This design comes from an exercise in tuning for small area, a short achievable clock period and few clock cycles on the open sky130 flow, not from production work. Function was checked by simulation only, so behaviour that the tests miss may differ from the original.

<file path="flow/design.v">
`timescale 1ns/1ps
module ASCON_ROUND_COMB (
    input  wire [319:0] state_in,
    input  wire [3:0]   ridx,
    output wire [319:0] state_out
);
    wire [63:0] x0 = state_in[319:256];
    wire [63:0] x1 = state_in[255:192];
    wire [63:0] x2 = state_in[191:128] ^ {56'h0, ~ridx, ridx};
    wire [63:0] x3 = state_in[127: 64];
    wire [63:0] x4 = state_in[ 63:  0];
    wire [63:0] v0 = x0 ^ x4;
    wire [63:0] v2 = x2 ^ x1;
    wire [63:0] v4 = x4 ^ x3;
    wire [63:0] u0 = v0 ^ (~x1 & v2);
    wire [63:0] u1 = x1 ^ (~v2 & x3);
    wire [63:0] u2 = v2 ^ (~x3 & v4);
    wire [63:0] u3 = x3 ^ (~v4 & v0);
    wire [63:0] u4 = v4 ^ (~v0 & x1);
    wire [63:0] s0 = u0 ^ u4;
    wire [63:0] s1 = u1 ^ u0;
    wire [63:0] s2 = ~u2;
    wire [63:0] s3 = u3 ^ u2;
    wire [63:0] s4 = u4;
    assign state_out = {
        s0 ^ {s0[18:0], s0[63:19]} ^ {s0[27:0], s0[63:28]},
        s1 ^ {s1[60:0], s1[63:61]} ^ {s1[38:0], s1[63:39]},
        s2 ^ {s2[ 0:0], s2[63: 1]} ^ {s2[ 5:0], s2[63: 6]},
        s3 ^ {s3[ 9:0], s3[63:10]} ^ {s3[16:0], s3[63:17]},
        s4 ^ {s4[ 6:0], s4[63: 7]} ^ {s4[40:0], s4[63:41]}
    };
endmodule
`timescale 1ns/1ps
module ascon_CORE (
    input  wire         clk,
    input  wire         rst_n,
    input  wire         start,
    input  wire [1:0]   mode,
    input  wire         enc_dec,
    input  wire [127:0] key_in,
    input  wire [127:0] nonce_in,
    input  wire [127:0] ad_in,
    input  wire         ad_valid,
    input  wire         ad_last,
    input  wire [127:0] data_in,
    input  wire         data_valid,
    input  wire         data_last,
    input  wire [6:0]   data_len,
    input  wire [127:0] tag_received,
    output wire [127:0] data_out,
    output wire         data_out_valid,
    output wire         data_ready,
    output wire         ad_ready,
    output wire [127:0] tag_out,
    output wire         tag_valid,
    output wire         tag_match,
    output wire         done,
    output wire         busy
);
    localparam integer NR = 3;    
    localparam [1:0] S_IDLE = 2'd0, S_RUN = 2'd1, S_CMP = 2'd2, S_DONE = 2'd3;
    localparam [1:0] P_INIT = 2'd0, P_B = 2'd1, P_FIN = 2'd2;
    function [63:0] bswap64;
        input [63:0] x;
        begin
            bswap64 = { x[ 7: 0], x[15: 8], x[23:16], x[31:24],
                        x[39:32], x[47:40], x[55:48], x[63:56] };
        end
    endfunction
    reg  [1:0]   fsm;
    reg  [1:0]   run;        
    reg  [3:0]   rnd;        
    reg  [3:0]   ridx [0:NR-1];  
    reg          lchunk;     
    reg          shrt;       
    reg          a128;       
    reg          dec;        
    reg          exp_ad;     
    reg          exp_dt;     
    reg          first_dt;   
    reg          bval;       
    reg          bad;        
    reg          blast;      
    reg  [4:0]   blen;       
    reg          dov;        
    reg          busy_r, done_r, adr_r, dtr_r;
    reg  [127:0] blk;
    reg  [63:0]  x0, x1, x2, x3, x4;
    reg          tmatch;
    wire [319:0] chain [0:NR];
    assign chain[0] = {x0, x1, x2, x3, x4};
    genvar g;
    generate
        for (g = 0; g < NR; g = g + 1) begin : rounds
            ASCON_ROUND_COMB u_round (
                .state_in (chain[g]),
                .ridx     (ridx[g]),
                .state_out(chain[g+1])
            );
        end
    endgenerate
    wire [319:0] pout = shrt ? chain[2] : chain[NR];
    wire [63:0] r0 = pout[319:256];
    wire [63:0] r1 = pout[255:192];
    wire [63:0] r2 = pout[191:128];
    wire [63:0] r3 = pout[127: 64];
    wire [63:0] r4 = pout[ 63:  0];
    wire running  = (fsm == S_RUN);
    wire idle     = (fsm == S_IDLE);
    wire fin_end  = running && lchunk && (run == P_FIN);
    wire absorb   = running && lchunk && (run != P_FIN) && bval;
    wire stall    = running && lchunk && (run != P_FIN) && !bval;
    wire ab_dt    = absorb && !bad;
    wire post_ini = absorb && (run == P_INIT);
    wire pre_fin  = ab_dt && blast;
    wire dom_sep  = ab_dt && first_dt;
    wire take_ad  = running && exp_ad && !bval && ad_valid;
    wire take_dt  = running && exp_dt && !bval && data_valid;
    wire [63:0] khi = bswap64(key_in[127:64]);
    wire [63:0] klo = bswap64(key_in[ 63: 0]);
    wire [127:0] rrate = {r0, r1};
    reg  [127:0] nrate;      
    reg  [127:0] tout;       
    integer i;
    reg [7:0] xb, bb, ub;
    reg       act, lt, eq;
    always @(*) begin
        nrate = rrate;
        tout  = 128'h0;
        for (i = 0; i < 16; i = i + 1) begin
            xb  = rrate[64 - 64*(i/8) + 8*(i%8) +: 8];
            bb  = blk[127 - 8*i -: 8];
            act = (i < 8) || a128;
            lt  = (i < blen);
            eq  = (i == blen);
            ub  = xb ^ (lt || (dec && !bad) ? bb : 8'h00);
            if (absorb && act) begin
                if (bad || !dec) begin
                    nrate[64 - 64*(i/8) + 8*(i%8) +: 8] = ub ^ {7'h0, eq};
                    tout[127 - 8*i -: 8] = ub ^ {7'h0, eq};
                end else begin
                    nrate[64 - 64*(i/8) + 8*(i%8) +: 8] = lt ? bb : (ub ^ {7'h0, eq});
                    tout[127 - 8*i -: 8] = ub;
                end
            end
        end
    end
    reg [63:0] n0, n1, n2, n3, n4;
    always @(*) begin
        if (idle) begin
            n0 = {18'h0, mode[0], ~mode[0], 44'h000_808c0001};
            n1 = khi;
            n2 = klo;
            n3 = bswap64(nonce_in[127:64]);
            n4 = bswap64(nonce_in[ 63: 0]);
        end else begin
            n0 = nrate[127:64];
            n1 = nrate[ 63: 0];
            n2 = r2 ^ (pre_fin ? khi : 64'h0);
            n3 = r3 ^ (post_ini || fin_end ? khi : 64'h0) ^ (pre_fin ? klo : 64'h0);
            n4 = r4 ^ (post_ini || fin_end ? klo : 64'h0) ^ {dom_sep, 63'h0};
        end
    end
    wire st_en = idle || (running && !stall);
    always @(posedge clk) begin
        if (st_en) begin
            x0 <= n0; x1 <= n1; x2 <= n2; x3 <= n3; x4 <= n4;
        end
    end
    always @(posedge clk) begin
        if (fsm == S_CMP)
            tmatch <= ({bswap64(x3), bswap64(x4)} == blk);
    end
    always @(posedge clk) begin
        if (ab_dt)
            blk <= tout;
        else if (!bval) begin
            if (exp_ad)      blk <= ad_in;
            else if (exp_dt) blk <= data_in;
            else             blk <= tag_received;
        end
        if (!bval) begin
            blen  <= data_len[4:0];
            blast <= exp_ad ? ad_last : data_last;
            bad   <= exp_ad;
        end
    end
    reg [1:0] fsm_n, run_n;
    reg [3:0] rnd_n;
    reg       exp_ad_n, exp_dt_n, bval_n, first_dt_n, a128_n, dec_n;
    always @(*) begin
        fsm_n      = fsm;
        run_n      = run;
        rnd_n      = rnd;
        exp_ad_n   = exp_ad;
        exp_dt_n   = exp_dt;
        bval_n     = bval;
        first_dt_n = first_dt;
        a128_n     = a128;
        dec_n      = dec;
        case (fsm)
            S_IDLE: begin
                bval_n = 1'b0;
                if (start) begin
                    fsm_n      = S_RUN;
                    run_n      = P_INIT;
                    rnd_n      = 4'd0;
                    a128_n     = mode[0];
                    dec_n      = enc_dec;
                    exp_ad_n   = ad_valid;
                    exp_dt_n   = !ad_valid;
                    first_dt_n = 1'b1;
                end
            end
            S_RUN: begin
                if (take_ad) begin
                    bval_n = 1'b1;
                    if (ad_last) begin
                        exp_ad_n = 1'b0;
                        exp_dt_n = 1'b1;
                    end
                end else if (take_dt) begin
                    bval_n = 1'b1;
                    if (data_last)
                        exp_dt_n = 1'b0;
                end else if (absorb)
                    bval_n = 1'b0;
                if (!lchunk)
                    rnd_n = rnd + NR;
                else if (fin_end)
                    fsm_n = dec ? S_CMP : S_DONE;
                else if (absorb) begin
                    if (ab_dt)
                        first_dt_n = 1'b0;
                    if (pre_fin) begin
                        run_n = P_FIN;
                        rnd_n = 4'd0;
                    end else begin
                        run_n = P_B;
                        rnd_n = a128 ? 4'd4 : 4'd6;
                    end
                end
            end
            S_CMP:   fsm_n = S_DONE;
            default: fsm_n = S_IDLE;
        endcase
    end
    integer k;
    always @(posedge clk or negedge rst_n) begin
        if (!rst_n) begin
            fsm      <= S_IDLE;
            run      <= P_INIT;
            rnd      <= 4'd0;
            for (k = 0; k < NR; k = k + 1)
                ridx[k] <= k;
            lchunk   <= 1'b0;
            shrt     <= 1'b0;
            a128     <= 1'b0;
            dec      <= 1'b0;
            exp_ad   <= 1'b0;
            exp_dt   <= 1'b0;
            first_dt <= 1'b0;
            bval     <= 1'b0;
            dov      <= 1'b0;
            busy_r   <= 1'b0;
            done_r   <= 1'b0;
            adr_r    <= 1'b0;
            dtr_r    <= 1'b1;
        end else begin
            fsm      <= fsm_n;
            run      <= run_n;
            rnd      <= rnd_n;
            for (k = 0; k < NR; k = k + 1)
                ridx[k] <= rnd_n + k;
            lchunk   <= ({1'b0, rnd_n} + NR) >= 5'd12;
            shrt     <= ({1'b0, rnd_n} + NR) >  5'd12;
            a128     <= a128_n;
            dec      <= dec_n;
            exp_ad   <= exp_ad_n;
            exp_dt   <= exp_dt_n;
            first_dt <= first_dt_n;
            bval     <= bval_n;
            dov      <= ab_dt;
            busy_r   <= (fsm_n == S_RUN) || (fsm_n == S_CMP);
            done_r   <= (fsm_n == S_DONE);
            adr_r    <= (fsm_n == S_RUN) && exp_ad_n && !bval_n;
            dtr_r    <= (fsm_n == S_IDLE) || ((fsm_n == S_RUN) && exp_dt_n && !bval_n);
        end
    end
    assign data_out       = blk;
    assign data_out_valid = dov;
    assign data_ready     = dtr_r;
    assign ad_ready       = adr_r;
    assign tag_out        = {bswap64(x3), bswap64(x4)};
    assign tag_valid      = done_r;
    assign tag_match      = tmatch;
    assign done           = done_r;
    assign busy           = busy_r;
endmodule
</file>
<file path="flow/run.sh">
#!/bin/bash
# synth_recipe.tcl (not shown) runs the flow's synth.tcl, then flattens the netlist and writes it again
# the make line also repeats each setting of config.mk as NAME=value (left out here)
make -C /OpenROAD-flow-scripts/flow DESIGN_CONFIG=/design/flow/config.mk WORK_HOME=/design/flow/orfs CLKGATE_MAP_FILE= SYNTH_SCRIPT=/design/flow/synth_recipe.tcl finish
</file>
<file path="flow/config.mk">
export PLATFORM = sky130hd
export DESIGN_NAME = ascon_CORE
export DESIGN_NICKNAME = ascon_CORE
export VERILOG_FILES = /design/flow/design.v
export SDC_FILE = /design/flow/constraint.sdc
export NUM_CORES = 4
export LEC_CHECK = 0
export ABC_CLOCK_PERIOD_IN_PS = 8000
export CAP_MARGIN = 10
export CORE_MARGIN = 2
export CORE_UTILIZATION = 50
export PLACE_DENSITY = 0.6
export SLEW_MARGIN = 10
</file>
<file path="flow/constraint.sdc">
create_clock -name core_clock -period 40.0 [get_ports {clk}]
set_input_delay 8.0000 -clock core_clock [delete_from_list [all_inputs] [get_ports {clk}]]
set_output_delay 8.0000 -clock core_clock [all_outputs]
set_load 0.01 [all_outputs]
</file>
==> impl_metrics.yaml, run 1 <==
run_status:
  outcome: "aborted with a tool error"
  haltStage: "global routing (5_1_grt)"
  error_line: "[ERROR GRT-0116] Global routing finished with congestion. Check the congestion regions in the DRC Viewer."
logic_synthesis:
  synth.distinct_cells: 91
  synthArstFlopShare_pct: 5.79
  yosysMostFrequentCell: "xnor2_1"
  yosys-top-cells-area: "xnor2_1 (21%), edfxtp_1 (16%), xnor3_1 (13%)"
  syn_avg_cell_area_um2: 9.27
  synth_top_area_share_pct: 20.8
  netlist_area_mm2: 0.0836
  synth_largest_area_cell: "xnor2_1"
  synth_common_cells: "xnor2_1 (1985), nand2_1 (1141), xor2_1 (747)"
  synthCells: 9013
  synthFlopType: "edfxtp_1"
  ys_ff_latch: 484
  synthesis.nets: 10062
  synth_edf_count: 456
  ys_warn_count: 3
  synth_seq_area_share_pct: 17.2
global_route:
  grt_pass1_wl_mm: 927
  globalRouteTotalUtil_pct: 79.6
  grt_pass1_vias: 88601
  grt_start_max_net_pins: 195
  grt_overflow_total: 1283
floorplanning:
  rows: 150
  die_x_um: 413
  start_util_pct: 50.2
  io_pins: 920
  die-height_um: 413
clock_network:
  numCtsBuffers: 58
  cts_sinks: 484
  postCtsSetupRepairBufs: 0
  clockBufferDepth: 3
  htree_num_levels: 2
  post_cts_resized: 0
  ctsHoldBuffers: 0
  cts_root_buf: "clkbuf_16"
place:
  port_buffers: 916
  gp_congestion: 1.53
  dp_hpwl_mm: 532
  post-place-ws_ns: 28.52
per-stage QoR:
step	util (%)	cells	cell area (um^2)
floorplan	-	9013	83600
detailed placement	57.8	12045	96400
CTS	59.1	12155	98400
global placement	57.8	12045	96400
how the worst max path moves through the flow:
stage	startpoint	to	slack, ns	depth (start not counted)
after CTS	start	lchunk	29.25	9
after detailed placement	start	lchunk	28.52	9
after global placement	start	lchunk	28.73	9
after floorplan	fsm[0]	x0[0]	21.34	2
logic make-up after synthesis:
group / after synthesis / synth area share (%)
AOI/OAI and AO/OA: 1244 / 8.50
muxes: 442 / 5.48
xor gates and xnor gates: 3455 / 47.1
adders and majority gates: 516 / 7.37
and+or+nand+nor: 2062 / 10.1
buffers and inverters: 810 / 4.23
DFF: 484 / 17.2
layer usage:
layer / GRT usage, % / GRT overflow
met1: 81.7 / 4
met2: 91.9 / 776
met3: 69.3 / 25
met4: 73.7 / 471
met5: 37.9 / 7
Testbench counts, summed over its fixed seeds: cycles 8,157.
==> run 2, diff against run 1 <==
--- a/flow/config.mk
+++ b/flow/config.mk
@@ -6,5 +6,4 @@
 export NUM_CORES = 4
 export LEC_CHECK = 0
-export ABC_CLOCK_PERIOD_IN_PS = 8000
 export CAP_MARGIN = 10
 export CORE_MARGIN = 2
==> run 2 against run 1 <==
Compared with the run above: the flow again stops in global routing (5_1_grt); synthesized area unchanged; synthesized cell count unchanged.
==> impl_metrics.yaml, run 2 <==
run_status:
  outcome: "aborted with a tool error"
  haltStage: "global routing (5_1_grt)"
  error_line: "[ERROR GRT-0116] Global routing finished with congestion. Check the congestion regions in the DRC Viewer."
clock_network:
  postCtsSetupRepairBufs: 0
  cts_root_buf: "clkbuf_16"
  post_cts_resized: 0
  htree_num_levels: 2
  clockBufferDepth: 3
  ctsHoldBuffers: 0
  cts_sinks: 484
  numCtsBuffers: 58
place:
  dp_hpwl_mm: 532
  gp_congestion: 1.53
  dp.cells: 12045
  port_buffers: 916
logic_synthesis:
  synthesis.nets: 10062
  synth_top_area_share_pct: 20.8
  synth_seq_area_share_pct: 17.2
  synthFlopType: "edfxtp_1"
  ys_warn_count: 3
  synth_edf_count: 456
  synth_largest_area_cell: "xnor2_1"
  synth_common_cells: "xnor2_1 (1985), nand2_1 (1141), xor2_1 (747)"
  yosysMostFrequentCell: "xnor2_1"
  synthCells: 9013
  ys_ff_latch: 484
  syn_avg_cell_area_um2: 9.27
  netlist_area_mm2: 0.0836
  synthArstFlopShare_pct: 5.79
  yosys-top-cells-area: "xnor2_1 (21%), edfxtp_1 (16%), xnor3_1 (13%)"
  synth.distinct_cells: 91
global_route:
  grt_pass1_wl_mm: 927
  grt_start_max_net_pins: 195
  grt_overflow_total: 1283
  grt_pass1_vias: 88601
  globalRouteTotalUtil_pct: 79.6
floorplanning:
  start_util_pct: 50.2
  rows: 150
  die-height_um: 413
  io_pins: 920
  die_x_um: 413
run 2: cell counts after synthesis:
Identical to the previous run, type by type.
run 2: cells by family after synthesis:
group           count (synthesis)  synth area share (%)
buf+inv                       810                  4.23
xor+xnor                     3455                  47.1
compound gates               1244                  8.50
simple gates                 2062                  10.1
fa+ha+maj                     516                  7.37
mux                           442                  5.48
flops                         484                  17.2
run 2: worst min-delay path by stage:
stage / slack, ns / to
4_1_cts: 0.55 / first_dt
3_5_place_dp: 0.53 / first_dt
2_1_floorplan: 0.42 / bad
3_3_place_gp: 0.50 / first_dt
run 2: through the flow:
step / setup WS [ns] / instance area, um^2 / util [%]
after floorplan: 21.34 / 83600 / -
after global placement: 28.73 / 96400 / 57.8
after detailed placement: 28.52 / 96400 / 57.8
after CTS: 29.25 / 98400 / 59.1
run 2: routing by layer:
metal | GRT usage, % | overflow
met1 | 81.7 | 4
met2 | 91.9 | 776
met3 | 69.3 | 25
met4 | 73.7 | 471
met5 | 37.9 | 7
==> run 3, diff against run 2 <==
==> flow/flow/run.sh (new file) <==
#!/bin/bash
# Standard layout (the standard.sh), with two changes to how it is made:
#  - repair_timing works towards a setup slack margin of SETUP_MARGIN ns, so
#    that it sizes the logic for a short achieved period (the clock period and
#    all constraints stay the design's);
#  - every port still gets its own buffer, but a plain sky130 buffer instead
#    of the clkdlybuf4s50 delay cell buffer_ports picks by default.
# Each step's full output goes to a log file in this folder.
set -euo pipefail
SETUP_MARGIN=30
bash standard.sh synth > flow_synth.log 2>&1
bash standard.sh "SETUP_SLACK_MARGIN=${SETUP_MARGIN}" \
    "BUFFER_PORTS_ARGS=-buffer_cell sky130_fd_sc_hd__buf_2" finish > flow_layout.log 2>&1
cp -r orfs/logs flow_orfs_logs 2>/dev/null || true
==> flow/standard.sh (new file) <==
#!/bin/bash
# synth_recipe.tcl (not shown) runs the flow's synth.tcl, then flattens the netlist and writes it again
# the make line also repeats each setting of config.mk as NAME=value (left out here)
make -C /OpenROAD-flow-scripts/flow DESIGN_CONFIG=/design/flow/config.mk WORK_HOME=/design/flow/orfs CLKGATE_MAP_FILE= SYNTH_SCRIPT=/design/flow/synth_recipe.tcl "${@:-finish}"
--- a/flow/config.mk
+++ b/flow/config.mk
@@ -8,5 +8,5 @@
 export CAP_MARGIN = 10
 export CORE_MARGIN = 2
-export CORE_UTILIZATION = 50
-export PLACE_DENSITY = 0.6
+export CORE_UTILIZATION = 33
+export PLACE_DENSITY = 0.45
 export SLEW_MARGIN = 10
removed: flow/run.sh
==> run 3 against run 2 <==
Compared with the run above: the layout now fails its checks (capacitance limit, slew limit); synthesized cell count stayed put; synthesized area stayed put.
==> impl_metrics.yaml, run 3 <==
run_status:
  outcome: "complete, but fails checks"
  so.violations: "capacitance limit, slew limit"
floorplanning:
  die_x_um: 507
  start_util_pct: 33.2
  io_pins: 920
  die-height_um: 507
  rows: 184
  core_mm2: 0.252
  dieArea_mm2: 0.257
logic_synthesis:
  synthesis.nets: 10062
  syn_avg_cell_area_um2: 9.27
  synth_seq_area_share_pct: 17.2
  synth_top_area_share_pct: 20.8
  netlist_area_mm2: 0.0836
  yosysMostFrequentCell: "xnor2_1"
  ys_ff_latch: 484
  synthCells: 9013
  yosys-top-cells-area: "xnor2_1 (21%), edfxtp_1 (16%), xnor3_1 (13%)"
  synth_largest_area_cell: "xnor2_1"
  synth_common_cells: "xnor2_1 (1985), nand2_1 (1141), xor2_1 (747)"
  synth.distinct_cells: 91
  synthFlopType: "edfxtp_1"
  synthArstFlopShare_pct: 5.79
  synth_edf_count: 456
  ys_warn_count: 3
sta:
  rsz0062_at_grt: "no"
  maxSlewViolCount: 8
  setup_tns_ns: 0
  relSlewSlack_pct: -5.04
  fin_crit_sh_pct: 26.2
  setup_viol: 0
  setup_slack_ns: 29.52
  maxClockFrequency_ghz: 0.0954
  finalClockSkew_ns: 0.0723
  tightest_slew_ns: 1.57
  period_needed_ns: 10.48
  whs_ns: 0.561
  hold_viol: 0
place:
  dp.cells: 13328
  dp_hpwl_mm: 653
  gp_congestion: 1.21
  placed_area_mm2: 0.0953
  post-place-ws_ns: 29.50
  port_buffers: 916
worst_setup_path:
  timing.rr.end: "x0[36]"
  worst-setup-path-type: "flip-flop to flip-flop"
  cp-start-kind: "flip-flop"
  rr_worst_depth: 18
  crit_start: "x4[23]"
  end_kind: "flip-flop"
  worstPathArrival_ns: 10.95
  required_ns: 40.47
  r2r_slack_ns: 29.52
  timing.rr.start: "x4[23]"
  crit_fanout: 5
  crit_end: "x0[36]"
clock_network:
  cts_root_buf: "clkbuf_16"
  numCtsBuffers: 67
  clockBufferDepth: 3
  cts_tree: "done"
  htree_num_levels: 3
  clock_latency_ns: 0.80
  ctsHoldBuffers: 0
  cts_sinks: 484
  path_clk_slew_ns: 0.06
cells_and_area:
  fin_area_mm2: 0.0988
  seqCellArea_mm2: 0.0144
  max_flop_register: "blk"
  layout_commonest_cell: "xnor2_1"
  utilization_pct: 39.3
  finalNetCount: 11149
  area_growth_pct: 18.2
  drive_above_1_share_pct: 20.2
  largest_reg_flops: 128
  final_cell_mix: "xnor2_1 (1834), nand2_1 (1140), buf_2 (916), xor2_1 (729), nor2_1 (596)"
  multi_input_area_mm2: 0.0671
  fill_cells: 25341
  instances_no_fill: 13665
global_route:
  grt_pass1_vias: 75752
  antenna_found_initial: 170
  globalRouteTotalUtil_pct: 56.6
  grt_pass1_wl_mm: 912
  grt_start_max_net_pins: 141
  grt_overflow_total: 0
drt:
  dr.pass1.iters: 8
  wl_per_cell_um: 55.1
  postRouteWirelength_mm: 753
  drcViolationCount: 0
  drt_iter0_markers: 17802
  vias: 87311
  antenna_left: 0
  via_per_inst: 6.39
job:
  drv_cap: 5
min_path:
  min_path_type: "flip-flop to flip-flop"
  min_from: "a128"
## run 3: cell counts after synthesis
Identical to the previous run, type by type.
## run 3: what timing repair did
item | CTS | global route
endpoints found under the hold margin | 0 | 0
cloned | 0 | 0
buffers inserted | 33 | 8
resized for setup | 0 | 3
endpoints found under the setup margin | 15 | 9
## run 3: routing by layer
layer  part of all wire, %  global-route usage [%]  wire (um)
met3                    16                    33.1     122000
met2                    37                    73.9     281000
met4                    13                    58.6      99600
met5                  0.14                    3.28       1060
met1                    33                    60.7     249000
## run 3: how the worst min path moves through the flow
stage | end | slack [ns] | depth (start not counted)
detailed placement | a128 | 0.54 | 1
finish | a128 | 0.56 | 1
CTS | a128 | 0.56 | 1
floorplan | bad | 0.42 | 0
global placement | exp_ad | 0.52 | 1
global route | a128 | 0.59 | 1
## run 3: cell type report
class / count / share of cell area (%)
inverters: 382 / 1.46
flip-flops and latches: 484 / 14.6
well taps: 3348 / 4.24
diodes: 163 / 0.413
clock buffers: 77 / 1.80
repair buffers: 1446 / 8.97
clock inverters: 46 / 0.579
multi-input cells: 7719 / 67.9
## run 3: worst max-delay path: stages, from the launching register on
cell and delay [ns]:
edfxtp_1 1.06, ha_1 0.30, xor2_1 0.87, xor2_1 1.10, xnor3_1 0.78, inv_1 0.12
ha_1 0.24, xnor2_1 0.67, xnor2_1 0.55, xnor2_1 0.53, inv_1 0.10, ha_1 0.24
xor2_1 0.18, xnor2_1 0.99, xor3_1 0.72, o21ai_1 0.68, a21oi_1 0.14, nand3b_1 0.19
a21oi_1 0.66
## run 3: kinds of logic (layout without fill, tap and decap cells)
kind of cell / after synthesis / after routing / share of synthesized area, %
adders and majority gates: 516 / 516 / 7.37
other: 0 / 163 / 0
DFF: 484 / 484 / 17.2
and+or+nand+nor: 2062 / 2062 / 10.1
muxes: 442 / 442 / 5.48
AOI/OAI and AO/OA: 1244 / 1244 / 8.50
xor gates and xnor gates: 3455 / 3455 / 47.1
buffers and inverters: 810 / 1951 / 4.23
==> run 4, diff against run 3 <==
--- a/flow/design.v
+++ b/flow/design.v
@@ -58,5 +58,5 @@
     output wire         busy
 );
-    localparam integer NR = 3;    
+    localparam integer NR = 4;    
     localparam [1:0] S_IDLE = 2'd0, S_RUN = 2'd1, S_CMP = 2'd2, S_DONE = 2'd3;
     localparam [1:0] P_INIT = 2'd0, P_B = 2'd1, P_FIN = 2'd2;
--- a/flow/flow/run.sh
+++ b/flow/flow/run.sh
@@ -8,5 +8,5 @@
 # Each step's full output goes to a log file in this folder.
 set -euo pipefail
-SETUP_MARGIN=30
+SETUP_MARGIN=31
 bash standard.sh synth > flow_synth.log 2>&1
 bash standard.sh "SETUP_SLACK_MARGIN=${SETUP_MARGIN}" \
--- a/flow/config.mk
+++ b/flow/config.mk
@@ -6,7 +6,7 @@
 export NUM_CORES = 4
 export LEC_CHECK = 0
-export CAP_MARGIN = 10
+export CAP_MARGIN = 25
 export CORE_MARGIN = 2
-export CORE_UTILIZATION = 33
-export PLACE_DENSITY = 0.45
-export SLEW_MARGIN = 10
+export CORE_UTILIZATION = 28
+export PLACE_DENSITY = 0.4
+export SLEW_MARGIN = 25
==> run 4 against run 3 <==
Compared with the run above: the run now finishes clean; synthesized area is 20% higher; setup slack better by 0.86 ns; core utilization is 1.0 points lower; worst hold slack worse by 0.052 ns; clock skew is 0.018 ns lower; sequential share of layout area is 3.9 points lower; synthesized cell count is 17% higher; global-route usage is 4.2 points lower; count of clock-buffer cells in the layout is 15 lower; design area is 38% higher; critical endpoint is now tag_out[32]; largest cell class unchanged.
==> impl_metrics.yaml, run 4 <==
clock_network:
  clock_latency_ns: 0.75
  cts_sinks: 487
  cts_tree: "done"
  path_clk_slew_ns: 0.07
  clockBufferDepth: 3
  numCtsBuffers: 55
  htree_num_levels: 2
  ctsHoldBuffers: 0
  cts_root_buf: "clkbuf_16"
cells_and_area:
  max_flop_register: "blk"
  largest_reg_flops: 128
  layout_commonest_cell: "xnor2_1"
  utilization_pct: 38.2
  multi_input_area_mm2: 0.0934
  final_cell_mix: "xnor2_1 (1805), nand2_1 (1226), buf_4 (1148), xor2_1 (843), buf_2 (780)"
  seqCellArea_mm2: 0.0145
  drive_above_1_share_pct: 31.6
  finalNetCount: 13600
  area_growth_pct: 35.7
  fill_cells: 35379
worst_setup_path:
  crit_top_cell: "buf_12"
  worst-setup-path-type: "flip-flop to output port"
  required_ns: 32.00
  critPathMaxStageDelay_ns: 0.42
  crit_fanout: 3
  end_kind: "output port"
  worst_path_max_delay_cell: "edfxtp_1"
  cp-start-kind: "flip-flop"
  crit_chain: "buf_12 -> buf_12 -> buf_6"
  worstPathArrival_ns: 1.62
sta:
  fin_crit_sh_pct: 24.1
  finalClockSkew_ns: 0.0539
  setup_slack_ns: 30.38
  relSlewSlack_pct: 11.7
  maxSlewViolCount: 0
  hold_viol: 0
  setup_tns_ns: 0
  maxClockFrequency_ghz: 0.104
  period_needed_ns: 9.62
  tightest_slew_ns: 1.29
  rsz0062_at_grt: "yes"
  setup_viol: 0
  whs_ns: 0.508
floorplanning:
  rows: 219
  start_util_pct: 28.2
  die-height_um: 603
  die_x_um: 603
  core_mm2: 0.356
  dieArea_mm2: 0.363
  io_pins: 920
logic_synthesis:
  synth_common_cells: "xnor2_1 (2445), nand2_1 (1227), xor2_1 (972)"
  synth_top_area_share_pct: 21.4
  synthCells: 10518
  yosys-top-cells-area: "xnor2_1 (21%), xnor3_1 (15%), edfxtp_1 (14%)"
  synth.distinct_cells: 93
  synthesis.nets: 11692
  yosysMostFrequentCell: "xnor2_1"
  netlist_area_mm2: 0.100
  synthArstFlopShare_pct: 6.37
  synth_edf_count: 456
  synth_seq_area_share_pct: 14.4
  ys_warn_count: 3
  syn_avg_cell_area_um2: 9.54
  synth_largest_area_cell: "xnor2_1"
  synthFlopType: "edfxtp_1"
  ys_ff_latch: 487
run_status:
  outcome: "finished clean"
drt:
  drcViolationCount: 0
  wl_per_cell_um: 57.0
  via_per_inst: 5.99
  drt_iter0_markers: 19376
  vias: 103907
  antenna_left: 0
  postRouteWirelength_mm: 988
  dr.pass1.iters: 9
global_route:
  grt_pass1_vias: 91830
  grt_start_max_net_pins: 126
  antenna_found_initial: 170
  globalRouteTotalUtil_pct: 52.4
  grt_pass1_wl_mm: 1170
  grt_overflow_total: 0
job:
  drv_cap: 0
place:
  gp_congestion: 1.18
  post-place-ws_ns: 27.85
  dp_hpwl_mm: 870
  port_buffers: 916
min_path:
  min_path_type: "flip-flop to flip-flop"
[run 4: cell count changes in the layout (fill, tap and decap cells not counted), sizes merged, moves of 33 or more]
cell	change
diode	-50
maj3	+70
nand2	+86
nand3	-50
mux2i	+33
ha	+125
inv	+128
xor2	+233
xnor2	+638
buf	+830
xnor3	+160
nor2b	+38
[run 4: logic make-up (layout without fill, tap and decap cells)]
family,after synthesis,count (layout),synth area share [%]
flops,487,487,14.4
simple gates,2174,2174,9.06
buf+inv,937,2892,4.00
other cells,0,113,0
compound gates,1239,1239,7.13
fa+ha+maj,711,711,8.40
mux,469,469,4.79
xor+xnor,4501,4501,52.2
[run 4: per-layer routing]
| metal | share of wire (%) | GRT usage, % | routed length [um] | up-vias |
|---|---|---|---|---|
| met4 | 10 | 43.1 | 103000 | 68 |
| met1 | 37 | 62.9 | 366000 | 52982 |
| met2 | 36 | 66.8 | 359000 | 9707 |
| met3 | 16 | 29.0 | 158000 | 2141 |
| met5 | 0.20 | 1.61 | 1960 | - |
| li1 | - | - | - | 39009 |
[run 4: repair_timing]
action                                  in CTS  in global routing
endpoints found under the setup margin     711                588
pin swaps                                   81                 87
gates resized for setup                   1218                290
buffers inserted                           550                151
cloned                                       0                  0
[run 4: critical path, delay by kind of cell (launching register included)]
kind,cells,cell delay [ns]
buffers and inverters,3,0.45
flip-flops,1,0.42
[run 4: path summary, 6_finish.rpt]
kind,from,end,slack (ns),cells past startpoint
worst max-delay path,x4[24],tag_out[32],30.38,3
worst min register to register,first_dt,first_dt,0.51,2
max in group asynchronous,rst_n,shrt,31.94,1
min in group asynchronous,rst_n,dov,7.38,1
worst min-delay path,first_dt,first_dt,0.51,2
worst max register to register,x4[15],x0[34],30.57,29
[run 4: layout make-up]
cell class / instances / share of cell area [%]
diodes: 113 / 0.208
clock buffers: 62 / 1.10
clock inverters: 42 / 0.272
inverters: 513 / 1.43
multi-input cells: 9094 / 68.7
flip-flops and latches: 487 / 10.6
well taps: 4751 / 4.37
repair buffers: 2275 / 13.3
[run 4: metrics by stage]
stage                     cell area (um^2)  cells
final                               136000  17337
after global routing                136000  17250
after CTS                           132000  17073
after detailed placement            117000  16419
after global placement              116000  16413
after floorplan                     100000  10518
Testbench counts of run 4, summed over its fixed seeds: cycles 6,733.
==> run 5, diff against run 4 <==
--- a/flow/flow/run.sh
+++ b/flow/flow/run.sh
@@ -8,5 +8,5 @@
 # Each step's full output goes to a log file in this folder.
 set -euo pipefail
-SETUP_MARGIN=31
+SETUP_MARGIN=31.5
 bash standard.sh synth > flow_synth.log 2>&1
 bash standard.sh "SETUP_SLACK_MARGIN=${SETUP_MARGIN}" \
==> run 5 against run 4 <==
Compared with the run above: still clean on timing, DRC and antenna; first-iteration DRC count shrank 4.3%; global-route usage rose by 0.28 points; cell count grew 2.6%; design area increased by 9.5%; critical endpoint is now tag_out[71]; highest routed layer unchanged.
==> impl_metrics.yaml, run 5 <==
sta:
  rsz0062_at_grt: "yes"
  setup_viol: 0
  setup_slack_ns: 30.28
  relSlewSlack_pct: 12.7
  whs_ns: 0.502
  finalClockSkew_ns: 0.164
  maxSlewViolCount: 0
  maxClockFrequency_ghz: 0.103
  setup_tns_ns: 0
  fin_crit_sh_pct: 24.3
  tightest_slew_ns: 1.30
  hold_viol: 0
  period_needed_ns: 9.72
min_path:
  whs_path_depth: 2
  min_path_type: "flip-flop to flip-flop"
  holdPathEnd: "first_dt"
  min_from: "first_dt"
drt:
  wl_per_cell_um: 55.8
  drcViolationCount: 0
  antenna_left: 0
  postRouteWirelength_mm: 993
  dr.pass1.iters: 9
  vias: 106074
  via_per_inst: 5.96
  drt_iter0_markers: 18545
clock_network:
  path_clk_slew_ns: 0.06
  clockBufferDepth: 4
  cts_root_buf: "clkbuf_16"
  cts_tree: "done"
  numCtsBuffers: 76
  clock_latency_ns: 0.94
  htree_num_levels: 3
  cts_sinks: 487
cells_and_area:
  layout_commonest_cell: "xnor2_1"
  area_growth_pct: 48.7
  finalNetCount: 14027
  fin_area_mm2: 0.149
  instances_no_fill: 17795
  drive_above_1_share_pct: 39.4
  largest_reg_flops: 128
  final_cell_mix: "xnor2_1 (1538), buf_4 (1374), nand2_1 (1067), xor2_1 (769), buf_2 (758)"
  utilization_pct: 41.9
  max_flop_register: "blk"
logic_synthesis:
  netlist_area_mm2: 0.100
  synthArstFlopShare_pct: 6.37
  synth_edf_count: 456
  synth_top_area_share_pct: 21.4
  synth_largest_area_cell: "xnor2_1"
  synthFlopType: "edfxtp_1"
  synth_seq_area_share_pct: 14.4
  synthesis.nets: 11692
  synth.distinct_cells: 93
  ys_ff_latch: 487
  ys_warn_count: 3
  yosysMostFrequentCell: "xnor2_1"
  syn_avg_cell_area_um2: 9.54
  synth_common_cells: "xnor2_1 (2445), nand2_1 (1227), xor2_1 (972)"
  yosys-top-cells-area: "xnor2_1 (21%), xnor3_1 (15%), edfxtp_1 (14%)"
  synthCells: 10518
job:
  drv_cap: 0
global_route:
  grt_overflow_total: 0
  grt_pass1_wl_mm: 1180
  grt_pass1_vias: 93414
  globalRouteTotalUtil_pct: 52.7
  antenna_found_initial: 179
  grt_start_max_net_pins: 140
worst_setup_path:
  timing.rr.start: "x1[60]"
  worst-setup-path-type: "flip-flop to output port"
  required_ns: 32.00
  rr_worst_depth: 23
  end_kind: "output port"
  worstPathArrival_ns: 1.72
  cp-start-kind: "flip-flop"
  crit_fanout: 2
  r2r_slack_ns: 31.10
  timing.rr.end: "x1[49]"
floorplanning:
  io_pins: 920
  die-height_um: 603
  dieArea_mm2: 0.363
  die_x_um: 603
  start_util_pct: 28.2
  rows: 219
  core_mm2: 0.356
place:
  dp.cells: 16408
  post-place-ws_ns: 28.07
  gp_congestion: 1.19
  placed_area_mm2: 0.119
  dp_hpwl_mm: 867
  port_buffers: 916
run_status:
  outcome: "finished clean"
[run 5: worst max path at each step]
stage	start	slack [ns]	end	cells past startpoint
global route	x4[27]	30.29	tag_out[35]	2
detailed placement	x3[28]	28.07	x0[8]	25
global placement	x1[48]	27.59	x3[22]	25
floorplan	start	30.95	ridx[3][3]	8
finish	x3[63]	30.28	tag_out[71]	2
CTS	x3[27]	30.26	tag_out[99]	2
[run 5: cell families after synthesis]
family	synth area share, %
xor gates and xnor gates	52.2
and+or+nand+nor	9.06
AOI/OAI and AO/OA	7.13
buffers and inverters	4.00
adders and majority gates	8.40
DFF	14.4
muxes	4.79
[run 5: area by class of cell]
| class | count | area (um^2) |
|---|---|---|
| fill | 34201 | 207000 |
| multi-input combinational | 9094 | 101000 |
| timing repair buffer | 2681 | 23200 |
| sequential | 487 | 14500 |
| tap | 4751 | 5940 |
| clock buffer | 92 | 2010 |
| inverter | 513 | 1940 |
| clock inverter | 42 | 528 |
| antenna | 135 | 338 |
[run 5: what timing repair did]
action	4_1_cts	5_1_grt
pin swaps	287	291
setup endpoints to repair	719	601
hold buffers	0	0
setup buffers	789	325
cloned	0	0
gates resized for setup	1762	641
[run 5: critical path, cell delays in order (launching register included)]
cell and delay, ns:
edfxtp_1 0.50, buf_8 0.21, buf_6 0.13
[run 5: metal layers]
metal / wire length (um) / track usage, %
met5: 1150 / 1.14
met4: 111000 / 46.1
met3: 153000 / 26.8
met2: 368000 / 68.8
met1: 360000 / 62.5
==> run 6, diff against run 5 <==
--- a/flow/design.v
+++ b/flow/design.v
@@ -168,11 +168,17 @@
         end
     end
+    wire         cmp     = (fsm == S_CMP);
+    wire [127:0] tag_st  = {bswap64(x3), bswap64(x4)};
     always @(posedge clk) begin
-        if (fsm == S_CMP)
-            tmatch <= ({bswap64(x3), bswap64(x4)} == blk);
+        if (cmp)
+            tmatch <= (tag_st == blk);
     end
     always @(posedge clk) begin
         if (ab_dt)
             blk <= tout;
+        else if (fin_end && !dec)
+            blk <= {bswap64(r3), bswap64(r4)} ^ key_in;
+        else if (cmp)
+            blk <= tag_st;
         else if (!bval) begin
             if (exp_ad)      blk <= ad_in;
@@ -292,5 +298,5 @@
     assign data_ready     = dtr_r;
     assign ad_ready       = adr_r;
-    assign tag_out        = {bswap64(x3), bswap64(x4)};
+    assign tag_out        = blk;
     assign tag_valid      = done_r;
     assign tag_match      = tmatch;
--- a/flow/flow/run.sh
+++ b/flow/flow/run.sh
@@ -8,5 +8,5 @@
 # Each step's full output goes to a log file in this folder.
 set -euo pipefail
-SETUP_MARGIN=31.5
+SETUP_MARGIN=30
 bash standard.sh synth > flow_synth.log 2>&1
 bash standard.sh "SETUP_SLACK_MARGIN=${SETUP_MARGIN}" \
--- a/flow/config.mk
+++ b/flow/config.mk
@@ -6,7 +6,7 @@
 export NUM_CORES = 4
 export LEC_CHECK = 0
-export CAP_MARGIN = 25
+export CAP_MARGIN = 35
 export CORE_MARGIN = 2
 export CORE_UTILIZATION = 28
 export PLACE_DENSITY = 0.4
-export SLEW_MARGIN = 25
+export SLEW_MARGIN = 35
==> run 6 against run 5 <==
Compared with the run above: routed wire length is 1.8% higher; register-to-register slack worse by 1.6 ns; global-route usage is 0.97 points lower; fmax is 7.3% lower; count of clock-buffer cells in the layout is 5 lower; first-iteration DRC count is 1.8% higher; flip-flop and latch count stayed put; via count is 0.73% lower; highest routed layer unchanged.
==> impl_metrics.yaml, run 6 <==
sta:
  finalClockSkew_ns: 0.0911
  fin_crit_sh_pct: 26.2
  period_needed_ns: 10.48
  relSlewSlack_pct: 17.1
  setup_tns_ns: 0
  setup_slack_ns: 29.52
  maxSlewViolCount: 0
  hold_viol: 0
  tightest_slew_ns: 1.24
  rsz0062_at_grt: "yes"
  setup_viol: 0
  maxClockFrequency_ghz: 0.0954
clock_network:
  path_clk_slew_ns: 0.06
  cts_sinks: 487
  htree_num_levels: 3
  cts_root_buf: "clkbuf_16"
  cts_tree: "done"
  clock_latency_ns: 0.78
  clockBufferDepth: 3
  numCtsBuffers: 69
logic_synthesis:
  synth.distinct_cells: 92
  synth_largest_area_cell: "xnor2_1"
  synth_common_cells: "xnor2_1 (2291), nand2_1 (1365), xor2_1 (1071)"
  synth_edf_count: 456
  synthesis.nets: 12253
  yosys-top-cells-area: "xnor2_1 (19%), xnor3_1 (16%), edfxtp_1 (13%)"
  synthCells: 11078
  ys_warn_count: 3
  synthFlopType: "edfxtp_1"
  synth_top_area_share_pct: 19.2
  ys_ff_latch: 487
  syn_avg_cell_area_um2: 9.41
  synth_seq_area_share_pct: 13.9
  yosysMostFrequentCell: "xnor2_1"
  netlist_area_mm2: 0.104
  synthArstFlopShare_pct: 6.37
drt:
  dr.pass1.iters: 8
  via_per_inst: 6.04
  wl_per_cell_um: 58.0
  drcViolationCount: 0
  antenna_left: 0
  postRouteWirelength_mm: 1010
  drt_iter0_markers: 18878
  vias: 105304
global_route:
  antenna_found_initial: 242
  grt_pass1_vias: 92826
  grt_start_max_net_pins: 111
  grt_overflow_total: 0
  grt_pass1_wl_mm: 1210
  globalRouteTotalUtil_pct: 51.7
place:
  dp_hpwl_mm: 893
  gp_congestion: 1.27
  port_buffers: 916
  post-place-ws_ns: 28.86
cells_and_area:
  fill_cells: 38017
  finalNetCount: 13444
  drive_above_1_share_pct: 24.0
  layout_commonest_cell: "xnor2_1"
  final_cell_mix: "xnor2_1 (1843), nand2_1 (1363), xor2_1 (988), buf_2 (915), xnor3_1 (726)"
  area_growth_pct: 23.2
  largest_reg_flops: 128
  max_flop_register: "blk"
floorplanning:
  core_mm2: 0.371
  dieArea_mm2: 0.377
  die-height_um: 614
  rows: 224
  start_util_pct: 28.1
  die_x_um: 614
  io_pins: 920
worst_setup_path:
  cp-start-kind: "flip-flop"
  crit_fanout: 5
  worstPathArrival_ns: 10.90
  worst-setup-path-type: "flip-flop to flip-flop"
  required_ns: 40.41
  crit_start: "ridx[2][0]"
  end_kind: "flip-flop"
  timing.rr.start: "ridx[2][0]"
run_status:
  outcome: "finished clean"
min_path:
  min_path_type: "flip-flop to flip-flop"
  min_from: "first_dt"
job:
  drv_cap: 0
-- run 6: changes by cell type in the layout (fill, tap and decap cells not counted), moves of 188 or more --
| cell | previous run | this run |
|---|---|---|
| buf_12 | 324 | 16 |
| buf_4 | 1374 | 667 |
| buf_6 | 193 | 5 |
| nand2_1 | 1067 | 1363 |
| o21ai_0 | 232 | 473 |
| xnor2_1 | 1538 | 1843 |
| xnor2_4 | 532 | 195 |
| xnor3_1 | 387 | 726 |
| xor2_1 | 769 | 988 |
-- run 6: final timing paths --
path                            end  slack, ns  cells after the start
max reg2reg                blk[107]      29.52                     25
min in group asynchronous    done_r       7.25                      1
max in group asynchronous      shrt      32.28                      1
min reg2reg                first_dt       0.50                      2
min                        first_dt       0.50                      2
max                        blk[107]      29.52                     25
-- run 6: cell families after synthesis --
group / count (synthesis) / share of synthesized area, %
and+or+nand+nor: 2341 / 9.29
DFF: 487 / 13.9
adders and majority gates: 724 / 8.22
AOI/OAI and AO/OA: 1420 / 8.01
buffers and inverters: 1097 / 4.42
xor gates and xnor gates: 4502 / 51.1
muxes: 507 / 5.04
-- run 6: metal layers --
layer	vias to the layer above	wire (um)	part of all wire, %	track usage, %
li1	39580	-	-	-
met2	9349	377000	37	66.9
met4	46	99800	9.9	42.0
met5	-	1130	0.11	1.06
met1	54103	383000	38	61.9
met3	2226	150000	15	28.2
-- run 6: timing repair --
item,in CTS,in global routing
hold buffers,0,0
pin swaps,1,8
setup buffers,5,10
endpoints found under the setup margin,301,113
resized for setup,92,61
endpoints found under the hold margin,0,0
-- run 6: per-stage QoR --
step / cells / area, um^2 / hold WS, ns / util, %
6_report: 17433 / 128000 / 0.500 / 34.6
5_1_grt: 17331 / 128000 / 0.510 / 34.5
4_1_cts: 17277 / 127000 / 0.493 / 34.2
3_5_place_dp: 17148 / 124000 / 0.476 / 33.4
3_3_place_gp: 17135 / 120000 / 0.473 / 32.4
2_1_floorplan: 11078 / 104000 / 0.423 / -
-- run 6: area by class of cell --
type | count | area [um^2] | share of cell area, %
inverter | 601 | 2270 | 1.77
sequential | 487 | 14500 | 11.3
clock buffer | 87 | 1850 | 1.44
timing repair buffer | 1616 | 10200 | 7.93
multi-input combinational | 9494 | 92700 | 72.1
clock inverter | 37 | 420 | 0.327
antenna | 139 | 348 | 0.271
tap | 4972 | 6220 | 4.84
-- run 6: critical path, stage by stage, from the launching register on --
cell      delay [ns]
dfrtp_1         0.68
xnor2_1         0.22
ha_1            0.27
xnor2_1         0.14
xnor2_2         0.56
xnor3_1         0.69
ha_1            0.41
xnor2_2         0.73
xnor2_2         0.49
xnor2_1         0.71
inv_1           0.11
ha_1            0.28
xnor2_4         0.30
xnor2_2         0.81
xor2_1          0.28
inv_1           0.11
ha_1            0.28
xnor2_4         0.67
xor2_2          0.63
xor2_1          0.37
xnor2_1         0.11
o21ai_0         0.56
buf_4           0.29
xor2_1          0.09
o211ai_1        0.16
o21ai_0         0.16
Testbench counts of run 6, summed over its fixed seeds: cycles 6,733.
==> run 7, diff against run 6 <==
--- a/flow/design.v
+++ b/flow/design.v
@@ -58,5 +58,5 @@
     output wire         busy
 );
-    localparam integer NR = 4;    
+    localparam integer NR = 3;    
     localparam [1:0] S_IDLE = 2'd0, S_RUN = 2'd1, S_CMP = 2'd2, S_DONE = 2'd3;
     localparam [1:0] P_INIT = 2'd0, P_B = 2'd1, P_FIN = 2'd2;
--- a/flow/flow/run.sh
+++ b/flow/flow/run.sh
@@ -8,5 +8,5 @@
 # Each step's full output goes to a log file in this folder.
 set -euo pipefail
-SETUP_MARGIN=30
+SETUP_MARGIN=31
 bash standard.sh synth > flow_synth.log 2>&1
 bash standard.sh "SETUP_SLACK_MARGIN=${SETUP_MARGIN}" \
==> run 7 against run 6 <==
Compared with the run above: global-route usage is 3.5 points lower; worst hold slack worse by 0.0025 ns; cell count is 12% lower; synthesized area is 17% lower; critical path depth is 24 lower; count of clock-buffer cells in the layout is 8 higher; largest cell class unchanged; core utilization is 1.0 points higher; non-clock buffer count is 81 higher; critical path type is now flip-flop to output port; via count is 16% lower.
==> impl_metrics.yaml, run 7 <==
logic_synthesis:
  synth_top_area_share_pct: 20.1
  ys_ff_latch: 484
  yosys-top-cells-area: "xnor2_1 (20%), edfxtp_1 (16%), xor2_1 (11%)"
  yosysMostFrequentCell: "xnor2_1"
  ys_warn_count: 3
  synth_largest_area_cell: "xnor2_1"
  synthesis.nets: 10825
  synth_edf_count: 456
  synthFlopType: "edfxtp_1"
  synth_common_cells: "xnor2_1 (1986), nand2_1 (1338), xor2_1 (1088)"
  syn_avg_cell_area_um2: 8.84
  synthArstFlopShare_pct: 5.79
  netlist_area_mm2: 0.0864
  synth_seq_area_share_pct: 16.7
  synth.distinct_cells: 90
  synthCells: 9776
sta:
  relSlewSlack_pct: 23.5
  tightest_slew_ns: 1.14
  fin_crit_sh_pct: 23.9
  maxClockFrequency_ghz: 0.105
  maxSlewViolCount: 0
  setup_slack_ns: 30.44
  period_needed_ns: 9.56
  hold_viol: 0
  setup_tns_ns: 0
  finalClockSkew_ns: 0.0635
  rsz0062_at_grt: "yes"
  setup_viol: 0
cells_and_area:
  fill_cells: 31692
  seqCellArea_mm2: 0.0144
  final_cell_mix: "xnor2_1 (1645), nand2_1 (1337), xor2_1 (987), buf_2 (784), buf_4 (694)"
  layout_commonest_cell: "xnor2_1"
  drive_above_1_share_pct: 23.6
  largest_reg_flops: 128
  instances_no_fill: 15289
  finalNetCount: 12104
  area_growth_pct: 26.2
  multi_input_area_mm2: 0.0733
  fin_area_mm2: 0.109
  max_flop_register: "blk"
worst_setup_path:
  crit_cells: 1
  worst-setup-path-type: "flip-flop to output port"
  critPathTopFamily: "flip-flops"
  crit_chain: "buf_2"
  worst_path_max_delay_cell: "edfxtp_1"
  critPathMaxStageDelay_ns: 0.58
  worstPathArrival_ns: 1.56
  crit_fanout: 3
  rr_worst_depth: 18
  required_ns: 32.00
  end_kind: "output port"
  crit_buf_inv: 1
  cp-start-kind: "flip-flop"
clock_network:
  cts_root_buf: "clkbuf_16"
  ctsHoldBuffers: 0
  clock_latency_ns: 0.76
  cts_tree: "done"
  numCtsBuffers: 72
  htree_num_levels: 3
  path_clk_slew_ns: 0.06
  clockBufferDepth: 3
  cts_sinks: 484
place:
  dp.cells: 14848
  gp_congestion: 1.12
  placed_area_mm2: 0.103
  port_buffers: 916
  dp_hpwl_mm: 687
  post-place-ws_ns: 29.97
min_path:
  min_path_type: "flip-flop to flip-flop"
  whs_path_depth: 2
drt:
  wl_per_cell_um: 51.3
  dr.pass1.iters: 6
  via_per_inst: 5.79
  drt_iter0_markers: 14185
  postRouteWirelength_mm: 784
  drcViolationCount: 0
  vias: 88577
  antenna_left: 0
floorplanning:
  start_util_pct: 28.2
  dieArea_mm2: 0.313
  core_mm2: 0.306
  rows: 203
  die_x_um: 559
  io_pins: 920
  die-height_um: 559
job:
  drv_cap: 0
global_route:
  grt_pass1_wl_mm: 951
  antenna_found_initial: 135
  grt_overflow_total: 0
  globalRouteTotalUtil_pct: 48.2
  grt_start_max_net_pins: 136
  grt_pass1_vias: 80118
run_status:
  outcome: "finished clean"
[run 7: changes by cell type in the layout (fill, tap and decap cells not counted), sizes merged, moves of 82 or more]
cell	delta
xnor2	-452
xnor3	-383
inv	-153
ha	-126
a21oi	+84
maj3	-84
buf	+82
[run 7: final timing paths]
path	from	end	slack (ns)
min reg2reg	first_dt	first_dt	0.50
min in group asynchronous	rst_n	exp_dt	7.23
max	blk[126]	tag_out[126]	30.44
max reg2reg	x3[2]	x0[31]	30.46
max in group asynchronous	rst_n	shrt	32.24
min	first_dt	first_dt	0.50
[run 7: worst reg2reg max path, cell delays in order, from the launching register on]
cell,delay (ns)
edfxtp_1,0.71
inv_1,0.29
ha_1,0.27
xnor2_1,0.72
xor2_1,0.35
xnor2_1,0.45
ha_1,0.33
xnor2_2,0.76
xor2_2,0.89
xnor2_1,0.50
xnor2_2,0.59
ha_1,0.37
xnor2_1,0.15
xnor2_1,0.79
xnor2_1,0.34
xnor2_1,0.22
o21ai_1,0.65
or3_1,0.21
nand4_1,0.46
[run 7: cells by family after synthesis]
kind of cell	Yosys count	synth area share, %
AOI/OAI and AO/OA	1560	10.5
xor gates and xnor gates	3683	46.0
adders and majority gates	514	7.10
buffers and inverters	941	4.65
DFF	484	16.7
muxes	389	4.59
and+or+nand+nor	2205	10.4
[run 7: per-stage QoR]
stage          hold WS, ns  utilization (%)
6_report             0.498             35.6
5_1_grt              0.507             35.6
4_1_cts              0.501             35.3
3_5_place_dp         0.486             33.6
3_3_place_gp         0.475             32.7
2_1_floorplan        0.423                -
[run 7: area by class of cell]
type                       count  share of cell area, %
multi-input combinational   8351                   67.2
inverter                     449                   1.56
tap                         4100                   4.70
clock inverter                37                  0.408
sequential                   484                   13.2
timing repair buffer        1697                   10.9
clock buffer                  95                   1.81
antenna                       76                  0.174
[run 7: timing repair]
item                                    4_1_cts  5_1_grt
resized for setup                           241       36
setup buffers                               211       14
pin swaps                                     2        4
endpoints found under the setup margin      283      291
[run 7: routing by layer]
metal / vias to the layer above / track usage [%] / part of all wire [%]
li1: 35306 / - / -
met1: 44761 / 57.7 / 38
met2: 6836 / 67.2 / 40
met3: 1614 / 16.2 / 11
met4: 60 / 45.5 / 12
met5: - / 0.457 / 0.093
Testbench counts of run 7, summed over its fixed seeds: cycles 8,157.
==> run 8, diff against run 7 <==
--- a/flow/flow/run.sh
+++ b/flow/flow/run.sh
@@ -8,5 +8,5 @@
 # Each step's full output goes to a log file in this folder.
 set -euo pipefail
-SETUP_MARGIN=31
+SETUP_MARGIN=31.5
 bash standard.sh synth > flow_synth.log 2>&1
 bash standard.sh "SETUP_SLACK_MARGIN=${SETUP_MARGIN}" \
--- a/flow/config.mk
+++ b/flow/config.mk
@@ -6,7 +6,7 @@
 export NUM_CORES = 4
 export LEC_CHECK = 0
-export CAP_MARGIN = 35
+export CAP_MARGIN = 30
 export CORE_MARGIN = 2
 export CORE_UTILIZATION = 28
 export PLACE_DENSITY = 0.4
-export SLEW_MARGIN = 35
+export SLEW_MARGIN = 30
==> run 8 against run 7 <==
Compared with the run above: design area is 1.3% higher; routed wire length shrank 0.99%; worst hold slack lost 0.0064 ns; highest routed layer unchanged; die area is the same; sequential share of layout area fell by 0.17 points; largest cell class unchanged; global-route usage decreased by 0.47 points; via count fell by 0.30%; setup slack worse by 0.12 ns; critical path depth stayed put; cell count barely moved.
==> impl_metrics.yaml, run 8 <==
place:
  post-place-ws_ns: 29.97
  dp_hpwl_mm: 679
  port_buffers: 916
  gp_congestion: 1.16
clock_network:
  cts_root_buf: "clkbuf_16"
  htree_num_levels: 3
  cts_sinks: 484
  ctsHoldBuffers: 0
  clockBufferDepth: 4
  numCtsBuffers: 78
  clock_latency_ns: 0.87
  cts_tree: "done"
  path_clk_slew_ns: 0.07
floorplanning:
  core_mm2: 0.306
  die-height_um: 559
  start_util_pct: 28.2
  dieArea_mm2: 0.313
  rows: 203
  io_pins: 920
  die_x_um: 559
sta:
  finalClockSkew_ns: 0.109
  relSlewSlack_pct: 15.7
  setup_tns_ns: 0
  maxSlewViolCount: 0
  maxClockFrequency_ghz: 0.103
  setup_slack_ns: 30.32
  tightest_slew_ns: 1.26
  period_needed_ns: 9.68
  hold_viol: 0
  setup_viol: 0
  rsz0062_at_grt: "yes"
  fin_crit_sh_pct: 24.2
worst_setup_path:
  crit_chain: "buf_2"
  cp-start-kind: "flip-flop"
  crit_buf_inv: 1
  worstPathArrival_ns: 1.68
  worst-setup-path-type: "flip-flop to output port"
  end_kind: "output port"
  required_ns: 32.00
  critPathTopFamily: "flip-flops"
  crit_fanout: 3
  worst_path_max_delay_cell: "edfxtp_1"
  r2r_slack_ns: 30.98
  critPathMaxStageDelay_ns: 0.59
drt:
  drt_iter0_markers: 13397
  antenna_left: 0
  drcViolationCount: 0
  postRouteWirelength_mm: 776
  dr.pass1.iters: 6
  via_per_inst: 5.78
  vias: 88315
  wl_per_cell_um: 50.8
logic_synthesis:
  synth_common_cells: "xnor2_1 (1986), nand2_1 (1338), xor2_1 (1088)"
  synthCells: 9776
  synth_largest_area_cell: "xnor2_1"
  ys_ff_latch: 484
  synth_seq_area_share_pct: 16.7
  synth.distinct_cells: 90
  synthFlopType: "edfxtp_1"
  yosysMostFrequentCell: "xnor2_1"
  synth_edf_count: 456
  yosys-top-cells-area: "xnor2_1 (20%), edfxtp_1 (16%), xor2_1 (11%)"
  netlist_area_mm2: 0.0864
  synth_top_area_share_pct: 20.1
  syn_avg_cell_area_um2: 8.84
  ys_warn_count: 3
  synthesis.nets: 10825
  synthArstFlopShare_pct: 5.79
cells_and_area:
  max_flop_register: "blk"
  layout_commonest_cell: "xnor2_1"
  final_cell_mix: "xnor2_1 (1625), nand2_1 (1154), xor2_1 (989), buf_2 (786), buf_4 (709)"
  area_growth_pct: 27.9
  drive_above_1_share_pct: 25.7
  utilization_pct: 36.1
  largest_reg_flops: 128
  finalNetCount: 12124
  fill_cells: 31607
global_route:
  grt_pass1_vias: 80236
  grt_overflow_total: 0
  grt_pass1_wl_mm: 944
  globalRouteTotalUtil_pct: 47.8
  grt_start_max_net_pins: 134
  antenna_found_initial: 107
run_status:
  outcome: "finished clean"
min_path:
  min_path_type: "flip-flop to flip-flop"
job:
  drv_cap: 0
==> run 8: layer usage <==
metal | vias up | part of all wire (%) | global-route usage [%]
li1 | 35356 | - | -
met1 | 44726 | 38 | 57.2
met2 | 6681 | 40 | 67.0
met3 | 1526 | 11 | 15.5
met4 | 26 | 11 | 44.8
met5 | - | 0.067 | 0
==> run 8: path summary, 6_finish.rpt <==
path                                from           to  cells after the start
min in group asynchronous          rst_n       done_r                      1
worst min register to register  first_dt     first_dt                      2
worst min-delay path            first_dt     first_dt                      2
worst max register to register     x3[3]       x0[36]                     17
worst max-delay path             blk[71]  tag_out[71]                      1
max in group asynchronous          rst_n         shrt                      1
==> run 8: timing repair <==
action / in CTS / in global routing
endpoints found under the setup margin: 437 / 335
buffers inserted: 212 / 23
pin swaps: 11 / 27
resized for setup: 327 / 116
==> run 8: area by class of cell <==
type                    count  area (um^2)  area share [%]
repair buffers           1711        12100            11.0
well taps                4100         5130            4.64
multi-input cells        8351        74500            67.5
inverters                 449         1700            1.53
flip-flops and latches    484        14400            13.0
diodes                     62          155           0.140
clock inverters            32          333           0.301
clock buffers              99         2130            1.93
==> run 8: cells by family after synthesis <==
group           count (synthesis)  share of synthesized area, %
fa+ha+maj                     514                          7.10
simple gates                 2205                          10.4
buf+inv                       941                          4.65
compound gates               1560                          10.5
mux                           389                          4.59
xor+xnor                     3683                          46.0
flops                         484                          16.7
==> run 8: metrics by stage <==
step                area, um^2  hold WS [ns]  instances
global route            110000         0.504      15239
global placement        102000         0.472      14849
CTS                     109000         0.486      15202
finish                  110000         0.491      15288
detailed placement      103000         0.473      14859
floorplan                88500         0.423       9776

## re-timing with driven ports
The results above use ideal ports. As a check the final layouts listed here were re-extracted and re-timed, cells and wires unchanged.
Step 1 assumes that a clkbuf_16 drives the clock port and a buf_2 every other input.
Step 2 also shifts input and output timing later by t, the mid clock arrival at the registers, as if the neighbouring blocks saw the same clock.
Slacks: no drivers / after step 1 / after step 2; pairs: no drivers / after step 1.
| run | t (ns) | setup slack, ns | worst setup path after step 2 | latest minus earliest clock arrival (ns) | worst data-port slew with drivers (ns) |
|---|---|---|---|---|---|
| run 3 | 0.865 | 29.517 / 29.517 / 29.517 | register to register | 0.072 / 0.073 | 0.54 |
| run 4 | 0.823 | 30.376 / 30.278 / 30.013 | input to register | 0.054 / 0.054 | 0.27 |
| run 5 | 0.981 | 30.281 / 30.160 / 30.422 | input to register | 0.163 / 0.163 | 0.29 |
| run 6 | 0.871 | 29.516 / 29.516 / 29.406 | input to register | 0.091 / 0.091 | 0.55 |
| run 7 | 0.842 | 30.440 / 30.331 / 30.248 | input to register | 0.063 / 0.063 | 0.26 |
| run 8 | 0.934 | 30.323 / 30.203 / 30.311 | input to register | 0.109 / 0.109 | 0.22 |
For run 4, which loses most, drivers alone change the setup slack by -0.098 ns; drivers and shift together by -0.363 ns.
